This is an optimization exercise on Yosys and OpenROAD, whose aim is small area, not a production implementation. The RTL was checked by simulation tests, not by an equivalence proof against the original design. Power and IR drop assume default switching activity.

==> flow/design.v, too long to show whole: its modules and the start of the top module <==
// module CompUnit: 981 lines
// module FullAdd: 10 lines
// module SelN: 11 lines
// module AccSelN: 9 lines
// module XnorN: 7 lines
// module XorN: 7 lines
// module OrN: 7 lines
module CompUnit #(
    parameter value_width = 16
) (
    input wire clk,
    input wire [2:0] instr,
    input wire [value_width-1:0] A1,
    input wire [value_width-1:0] A2,
    input wire [value_width-1:0] W1,
    input wire [value_width-1:0] W2,
    output reg [value_width-1:0] out1
);
  // ...
==> flow/flow/run.sh <==
#!/bin/bash
# The standard layout (standard.sh), with two changes:
#  - ABC sees a light load on each output of a module, so it keeps the
#    smallest drive strength instead of upsizing every module output;
#  - the port buffers are the smallest buffer cell.
# Each step's full output goes to its own log in this folder.
set -euo pipefail
export BUFFER_PORTS_ARGS="-buffer_cell sky130_fd_sc_hd__buf_1"
bash standard.sh ABC_LOAD_IN_FF=0.005 synth > synth.log 2>&1
bash standard.sh ABC_LOAD_IN_FF=0.005 finish > finish.log 2>&1
==> flow/standard.sh <==
#!/bin/bash
# synth_recipe.tcl (not shown) runs the flow's synth.tcl, then flattens the netlist and writes it again
# the make line also repeats each setting of config.mk as NAME=value (left out here)
make -C /OpenROAD-flow-scripts/flow DESIGN_CONFIG=/design/flow/config.mk WORK_HOME=/design/flow/orfs CLKGATE_MAP_FILE= SYNTH_SCRIPT=/design/flow/synth_recipe.tcl "${@:-finish}"
==> flow/config.mk <==
export PLATFORM = sky130hd
export DESIGN_NAME = CompUnit
export DESIGN_NICKNAME = CompUnit
export VERILOG_FILES = /design/flow/design.v
export SDC_FILE = /design/flow/constraint.sdc
export NUM_CORES = 4
export LEC_CHECK = 0
export ABC_CLOCK_PERIOD_IN_PS = 10000
export CAP_MARGIN = 0
export CELL_PAD_IN_SITES_DETAIL_PLACEMENT = 1
export CELL_PAD_IN_SITES_GLOBAL_PLACEMENT = 1
export CORE_MARGIN = 2
export CORE_UTILIZATION = 40
export CTS_BUF_LIST = sky130_fd_sc_hd__clkbuf_4
export CTS_CLUSTER_SIZE = 20
export GPL_TIMING_DRIVEN = 0
export PLACE_DENSITY = 0.5
export SLEW_MARGIN = 0
export SYNTH_HIERARCHICAL = 1
==> flow/constraint.sdc <==
create_clock -name core_clock -period 10.0 [get_ports {clk}]
set_input_delay 2.0000 -clock core_clock [delete_from_list [all_inputs] [get_ports {clk}]]
set_output_delay 2.0000 -clock core_clock [all_outputs]
set_load 0.01 [all_outputs]
==> flow_summary.json, run 1 <==
{
  "top_regs": "out1 (16)",
  "switchingPower_w": 0.000759,
  "placed_cell_area_sq_mm": 0.00613,
  "synthCells": 451,
  "synthMostInstantiatedCell": "fa_1",
  "outcome": "timing/DRC/antenna clean",
  "clkSinkCount": 16,
  "tightest_slew_ns": 1.28,
  "yosysUniqueCellTypes": 28,
  "period_minus_slack_ns": 9.72,
  "slew_headroom_pct": 14.4,
  "synth_area_leader_cell": "fa_1",
  "wl_met2_um": 9660,
  "seq_share_pct": 5.19,
  "synth_top_family_by_area": "adder cells",
  "hold_buffers": 0,
  "drv_slew": 0,
  "critPathKind": "input port to flip-flop",
  "multi_input_area_share_pct": 83.3,
  "rr_endpoint": "out1[15]",
  "crit_arrival_ns": 9.88,
  "holdWs_ns": 0.655,
  "power_frac_comb_pct": 87.0,
  "worstPathCellList": "buf_1, ha_1, fa_1, a222oi_1, fa_1, fa_1, fa_1, fa_1, fa_1, fa_1, fa_1, fa_1, fa_1, fa_1, fa_1, fa_1, fa_1, fa_1, xor2_1",
  "cts_tree": "built",
  "syn_area_per_cell_sq_um": 12.2,
  "n_antenna_cell": 0,
  "routed.top_layer": "met4",
  "min_from": "out1[0]",
  "cpPeakStageDelay_ns": 0.71,
  "setup_viol": 0,
  "critPathRequiredTime_ns": 10.17,
  "vdd_drop_max_mv": 0.185,
  "crit_buf_inv": 1,
  "hpwlAfterDp_um": 16800,
  "largest_register_ff_count": 16,
  "start_util_pct": 41.3
}
==> inputs of run 2 (changes only) <==
--- a/flow/config.mk
+++ b/flow/config.mk
@@ -7,8 +7,6 @@
 export LEC_CHECK = 0
 export ABC_CLOCK_PERIOD_IN_PS = 10000
 export CAP_MARGIN = 0
-export CELL_PAD_IN_SITES_DETAIL_PLACEMENT = 1
-export CELL_PAD_IN_SITES_GLOBAL_PLACEMENT = 1
 export CORE_MARGIN = 2
 export CORE_UTILIZATION = 40
 export CTS_BUF_LIST = sky130_fd_sc_hd__clkbuf_4
==> run 2 against run 1 <==
Still clean. Power increased by 0.16%. Cell count is the same. Wire length shrank 5.6%. Flip-flop and latch count did not move. Global-route usage fell by 1.2 points. Register-to-register slack worse by 0.03 ns. Largest power group unchanged.
==> flow_summary.json, run 2 <==
{
  "post-route-period-util_pct": 96.7,
  "clock-root-buffer": "clkbuf_4",
  "startpoint_type": "input port",
  "gp_congestion": 0.858,
  "powerDensity_mw_per_mm2": 225,
  "wl_per_cell_um": 27.7,
  "syn_area_per_cell_sq_um": 12.2,
  "vias_per_cell": 7.20,
  "clock_latency_ns": 0.29,
  "grt_max_degree": 18,
  "synth_top_flop_cell": "dfxtp_1",
  "die_x_um": 121,
  "synth_area_leader_cell": "fa_1",
  "finalHoldViolations": 0,
  "area_growth_pct": 11.7,
  "grt_remaining_overflow": 0,
  "rsz0062_at_grt": "no",
  "synth_mux_area_share_pct": 0,
  "boundaryPins": 84,
  "clk_pin_slew_ns": 0.09,
  "drive_above_1_share_pct": 5.17,
  "die_area_sq_mm": 0.0147,
  "ys_warn_count": 7,
  "synthTopCellsByArea": "fa_1 50%, a222oi_1 23%, dfxtp_1 5.8%, xor2_1 5.2%, nor3b_1 3.4%",
  "top_regs": "out1 (16)",
  "ant_nets": 0,
  "drc_errors": 0,
  "maxCapViolCount": 0,
  "dp.cells": 713,
  "holdWs_ns": 0.656,
  "yosysUniqueCellTypes": 28,
  "grt_pass1_wl_um": 30800,
  "antenna_found_initial": 0,
  "final_cell_mix": "139 x fa_1, 126 x a222oi_1, 82 x buf_1",
  "crit_arrival_ns": 9.86,
  "vdd_drop_max_mv": 0.182,
  "largest_register_ff_count": 16,
  "startpoint": "W1[1]",
  "period_minus_slack_ns": 9.67,
  "holdCritPathClass": "flip-flop to flip-flop",
  "n_antenna_cell": 0,
  "tightest_slew_ns": 1.32,
  "die-height_um": 121,
  "io_buffers": 83,
  "synthMostInstantiatedCell": "fa_1",
  "r2r-start": "out1[1]",
  "routed_wl_um": 19900,
  "min_from": "out1[0]",
  "ys_async_sr_fraction_pct": 0,
  "fin_skew_ns": 0.00147,
  "outcome": "timing/DRC/antenna clean",
  "crit_fanout": 17,
  "rows": 42,
  "synth_nets": 660,
  "max_freq_ghz": 0.103,
  "hpwlAfterDp_um": 15600,
  "htree_levels": 1,
  "grtUsageTotal_pct": 27.6,
  "slew_headroom_pct": 11.5,
  "vias": 5170,
  "end_kind": "flip-flop",
  "largest-register": "out1",
  "synth_compound_area_share_pct": 25.2,
  "yosys.area_share.simple_pct": 9.10,
  "synth_top_cell_area_share_pct": 50.5,
  "first_iter_violations": 1222,
  "final_nets": 752,
  "drv_slew": 0,
  "start_util_pct": 41.3,
  "synthAdderAreaFrac_pct": 50.9,
  "leakagePower_nw": 1.56,
  "dr.pass1.iters": 11,
  "clkSinkCount": 16,
  "syn_area_sq_mm": 0.00551,
  "synth_edf_count": 0,
  "cts_tree": "built",
  "cts-buffers-inserted": 3,
  "synth-seq-cells": 16,
  "critPathKind": "input port to flip-flop",
  "synthTopCellsByCount": "139 x fa_1, 126 x a222oi_1, 33 x xor2_1",
  "final_common_cell": "fa_1",
  "synthCells": 451,
  "instances_no_fill": 718,
  "cts_buffer_depth": 2,
  "critPathRequiredTime_ns": 10.19,
  "grt_pass1_vias": 5232,
  "synth_xor_area_share_pct": 6.99,
  "post_cts.repair.setup_buffers": 0,
  "coreArea_sq_mm": 0.0133,
  "seq_area_frac_synth_pct": 5.81,
  "setup_viol": 0,
  "synth_top_family_by_area": "adder cells"
}
## run 2: changes by cell type in the layout (fill, tap and decap cells not counted)
cell	change
buf_6	-2
a21oi_1	+1
a21oi_2	-1
buf_1	-1
buf_4	+1
clkbuf_2	+1
clkinv_1	+1
nor2_1	+1
nor2_2	-1
## run 2: where the power goes
part	leakage (nW)	total [W]	internal, W	switching (W)
sequential	0.135	0.000144	0.000116	0.0000287
clock	0.0154	0.0000352	0.0000145	0.0000206
combinational	1.41	0.00121	0.000498	0.000710
total	1.56	0.00139	0.000629	0.000760
## run 2: metrics by stage
stage / utilization [%] / setup TNS [ns] / setup WS (ns) / cell area, sq um / total power, W
global route: 46.1 / 0 / 0.0878 / 6160 / 0.00153
global placement: 45.3 / -1.41 / -0.637 / 6050 / 0.00135
detailed placement: 45.7 / -0.178 / -0.112 / 6090 / 0.00135
floorplan: - / 0 / 0.773 / 5510 / 0.000913
CTS: 45.9 / 0 / 0.197 / 6120 / 0.00140
finish: 46.1 / 0 / 0.331 / 6160 / 0.00139
## run 2: logic make-up (layout without fill, tap and decap cells)
logic type	after synthesis	count (layout)
AO/OA/AOI/OAI	144	144
adder cells (fa/ha/maj)	141	141
AND/OR/NAND/NOR	84	84
XOR/XNOR	44	44
buffers and inverters	22	113
flip-flops	16	16
## run 2: per-layer routing
metal / wire [um] / track usage (%) / up-vias
li1: - / - / 2114
met1: 7780 / 40.1 / 2665
met2: 9420 / 44.0 / 375
met3: 2300 / 3.90 / 16
met4: 363 / 5.82 / 0
met5: 0 / 0 / -
## run 2: repair_timing
item                                    CTS  global route
hold buffers                              0             0
endpoints found under the setup margin    0             2
resized for setup                         0             4
## run 2: worst max-delay path, cell delays in order
cell      delay [ns]
buf_1           0.63
ha_1            0.30
fa_1            0.55
a222oi_1        0.45
fa_1            0.51
fa_1            0.42
fa_1            0.39
fa_1            0.40
fa_1            0.39
fa_1            0.38
fa_1            0.39
fa_1            0.38
fa_1            0.39
fa_1            0.39
fa_1            0.40
fa_1            0.41
fa_1            0.41
fa_1            0.39
xor2_1          0.27
## run 2: final timing paths
path              cells after the start  slack [ns]  endpoint
setup / recovery                     19        0.33  out1[15]
hold / removal                        3        0.66   out1[0]
setup reg to reg                     17        3.22  out1[15]
hold reg to reg                       3        0.66   out1[0]
## run 2: final cells by class
| class | count | area [sq um] |
|---|---|---|
| multi-input cells | 413 | 5130 |
| flip-flops and latches | 16 | 320 |
| clock inverters | 1 | 3.75 |
| clock buffers | 3 | 22.5 |
| fillers | 1304 | 7190 |
| inverters | 16 | 60.1 |
| plain buffers | 6 | 47.5 |
| well taps | 176 | 220 |
| repair buffers | 87 | 348 |
## run 2: Yosys stat by module (local to each module, per instance)
module	cells	flops+latches	cell area, sq um
XorN	1	0	8.76
CompUnit	124	16	963
FullAdd	1	0	20.0
SelN	1	0	10.0
AccSelN	1	0	7.51
XnorN	1	0	8.76
OrN	1	0	6.26
==> inputs of run 3 (changes only) <==
--- a/flow/config.mk
+++ b/flow/config.mk
@@ -7,11 +7,11 @@
 export LEC_CHECK = 0
 export ABC_CLOCK_PERIOD_IN_PS = 10000
 export CAP_MARGIN = 0
+export CELL_PAD_IN_SITES_DETAIL_PLACEMENT = 1
 export CORE_MARGIN = 2
-export CORE_UTILIZATION = 40
+export CORE_UTILIZATION = 55
 export CTS_BUF_LIST = sky130_fd_sc_hd__clkbuf_4
-export CTS_CLUSTER_SIZE = 20
 export GPL_TIMING_DRIVEN = 0
-export PLACE_DENSITY = 0.5
+export PLACE_DENSITY = 0.7
 export SLEW_MARGIN = 0
 export SYNTH_HIERARCHICAL = 1
==> run 3 against run 2 <==
Still clean. Synthesized cell count is the same. Maximum frequency fell by 0.11%. Power grew 2.0%. Clock skew increased by 0.0022 ns. Cell area is 0.91% lower. Die area fell by 26%. Critical path depth up 5.
==> flow_summary.json, run 3 <==
{
  "outcome": "timing/DRC/antenna clean",
  "fin_skew_ns": 0.00366,
  "placed_cell_area_sq_mm": 0.00603,
  "synth-seq-cells": 16,
  "clkSinkCount": 16,
  "crit_fanout": 10,
  "start_util_pct": 56.4,
  "final_nets": 751,
  "period_minus_slack_ns": 9.68,
  "hpwlAfterDp_um": 16200,
  "holdCritPathClass": "flip-flop to flip-flop",
  "largest_register_ff_count": 16,
  "setup_viol": 0,
  "startpoint_type": "input port",
  "first_iter_violations": 1272,
  "crit_arrival_ns": 9.87,
  "die_x_um": 104,
  "synth_top_cell_area_share_pct": 50.5,
  "fin_area_sq_mm": 0.00610,
  "totalPowerFinal_w": 0.00142,
  "seq_area_frac_synth_pct": 5.81,
  "ys_async_sr_fraction_pct": 0,
  "max_freq_ghz": 0.103,
  "die-height_um": 104,
  "largest-register": "out1",
  "ant_nets": 0,
  "end_kind": "flip-flop",
  "die_area_sq_mm": 0.0108,
  "rows": 36,
  "synthMostInstantiatedCell": "fa_1",
  "final_cell_mix": "139 x fa_1, 126 x a222oi_1, 81 x buf_1",
  "antenna_found_initial": 0,
  "final_common_cell": "fa_1",
  "n_antenna_cell": 0,
  "synth_area_leader_cell": "fa_1",
  "io_buffers": 83,
  "final.fill_count": 1076,
  "area_growth_pct": 10.6,
  "crit_buf_inv": 3,
  "cts_tree": "built",
  "drv_slew": 0,
  "maxCapViolCount": 0,
  "cts_buffer_depth": 2,
  "slew_headroom_pct": 14.2,
  "grt_pass1_vias": 5936,
  "post-route-period-util_pct": 96.8,
  "powerDensity_mw_per_mm2": 232,
  "cpPeakStageDelay_ns": 1.01,
  "vias_per_cell": 8.06,
  "drive_above_1_share_pct": 5.36,
  "gp_congestion": 0.892,
  "dp.cells": 668,
  "vdd_drop_max_mv": 0.167,
  "ys_warn_count": 7,
  "instances_no_fill": 674,
  "cts-buffers-inserted": 3,
  "wl_per_cell_um": 30.7,
  "clock-root-buffer": "clkbuf_4",
  "coreArea_sq_mm": 0.00977,
  "critPathRequiredTime_ns": 10.20,
  "worstPathCellList": "buf_1, buf_4, nand3_2, buf_6, nor3b_1, a222oi_1, or2_0, fa_1, fa_1, fa_1, fa_1, fa_1, fa_1, fa_1, fa_1, xor2_1, xor2_1, xor2_1, xor2_1, xor2_1, xor2_1, xor2_1, xor2_1, xor2_1",
  "dr.pass1.iters": 13,
  "crit_slowest_cell": "nor3b_1",
  "grt_remaining_overflow": 0,
  "rsz0062_at_grt": "no",
  "grt_max_degree": 18,
  "synth_nets": 660,
  "htree_levels": 1,
  "grt_pass1_wl_um": 33100,
  "crit_family": "adder cells",
  "routed_wl_um": 20700,
  "drc_errors": 0,
  "critPathMostFrequentCell": "xor2_1",
  "vias": 5433,
  "synth_edf_count": 0,
  "synthTopCellsByCount": "139 x fa_1, 126 x a222oi_1, 33 x xor2_1",
  "clock_latency_ns": 0.29,
  "finalHoldViolations": 0,
  "clk_pin_slew_ns": 0.09,
  "syn_area_per_cell_sq_um": 12.2,
  "synthCells": 451,
  "top_regs": "out1 (16)",
  "critPathKind": "input port to flip-flop",
  "synthTopCellsByArea": "fa_1 50%, a222oi_1 23%, dfxtp_1 5.8%, xor2_1 5.2%, nor3b_1 3.4%",
  "boundaryPins": 84,
  "tightest_slew_ns": 1.28,
  "leakagePower_nw": 1.56,
  "syn_area_sq_mm": 0.00551,
  "grtUsageTotal_pct": 39.0,
  "yosysUniqueCellTypes": 28,
  "fin_util_pct": 62.4,
  "synth_top_flop_cell": "dfxtp_1"
}
run 3: cell counts after synthesis:
No cell type changed its count.
run 3: cell type report:
| cell class | count | area [sq um] | area share [%] |
|---|---|---|---|
| Buffer | 6 | 47.5 | 0.779 |
| Clock buffer | 3 | 22.5 | 0.369 |
| Clock inverter | 1 | 3.75 | 0.0615 |
| Inverter | 16 | 60.1 | 0.984 |
| Multi-Input combinational cell | 413 | 5140 | 84.2 |
| Sequential cell | 16 | 320 | 5.25 |
| Tap cell | 133 | 166 | 2.73 |
| Timing Repair Buffer | 86 | 342 | 5.60 |
run 3: kinds of logic after synthesis:
family,share of synthesized area (%)
AOI/OAI and AO/OA,25.2
xor gates and xnor gates,6.99
adders and majority gates,50.9
buffers and inverters,1.95
DFF,5.81
and+or+nand+nor,9.10
run 3: per-stage QoR:
| stage | hold WS, ns | setup slack [ns] | TNS [ns] |
|---|---|---|---|
| 6_report | 0.719 | 0.321 | 0 |
| 5_1_grt | 0.754 | 0.0140 | 0 |
| 4_1_cts | 0.714 | 0.0862 | 0 |
| 3_5_place_dp | 0.701 | -0.306 | -0.545 |
| 3_3_place_gp | 0.638 | -0.448 | -0.858 |
| 2_1_floorplan | 0.655 | 0.773 | 0 |
run 3: worst min-delay path: stages (launching register included):
cell and delay [ns]:
dfxtp_1 0.34, nand2_1 0.10, fa_1 0.19, inv_1 0.05
run 3: layer usage:
metal	part of all wire [%]	routed length, um	vias to the layer above	GRT usage (%)
li1	-	-	2106	-
met1	34	7030	2711	51.2
met2	48	9930	530	64.0
met3	13	2680	86	5.64
met4	5.0	1040	0	18.9
met5	0	0	-	0
run 3: path summary, 6_finish.rpt:
| path | endpoint | cells after the start | startpoint | slack (ns) |
|---|---|---|---|---|
| hold / removal | out1[0] | 3 | out1[0] | 0.72 |
| setup / recovery | out1[15] | 24 | instr[1] | 0.32 |
| hold reg to reg | out1[0] | 3 | out1[0] | 0.72 |
| setup reg to reg | out1[15] | 17 | out1[0] | 3.13 |
run 3: modules after synthesis, one instance, submodules excluded:
module,cells,copies in the design,cell area (sq um)
AccSelN,1,15,7.51
CompUnit,124,1,963
FullAdd,1,139,20.0
OrN,1,7,6.26
SelN,1,126,10.0
XnorN,1,7,8.76
XorN,1,33,8.76
run 3: what timing repair did:
action                                  4_1_cts  5_1_grt
endpoints found under the setup margin        1        2
setup buffers                                 0        0
gates resized for setup                       1        6
hold endpoints to repair                      0        0
hold buffers                                  0        0
cloned                                        0        0
pin swaps                                     0        0
run 3: power breakdown:
group,switching (W),internal [W]
Sequential,0.0000279,0.000116
Combinational,0.000736,0.000502
Clock,0.0000208,0.0000145

## re-timing with driven ports
The results above use ideal ports. As a check the final layouts listed here were re-extracted and re-timed, cells and wires unchanged. Step 1, drivers: a clkbuf_16 drives clk and a buf_2 each remaining input, both assumed. Step 2 times the ports against the registers' clock, not the clock port: input delays grow and output delays shrink by t, the midpoint of the rising clock arrivals with the driver on. a / b / c = ideal / step 1 / step 2; a / b = the first two.
run | shift t [ns] | setup WS [ns] | worst setup path at the end | worst slew at a driven data input, ns
run 1 | 0.306 | 0.284 / 0.278 / -0.028 | input to register | 0.05
run 2 | 0.308 | 0.331 / 0.324 / 0.016 | input to register | 0.05
run 3 | 0.308 | 0.321 / 0.319 / 0.011 | input to register | 0.05
With both steps, setup timing fails in run 1, where it was met with ideal ports. For run 2, which loses most, drivers alone change the setup slack by -0.007 ns; drivers and shift together by -0.315 ns.
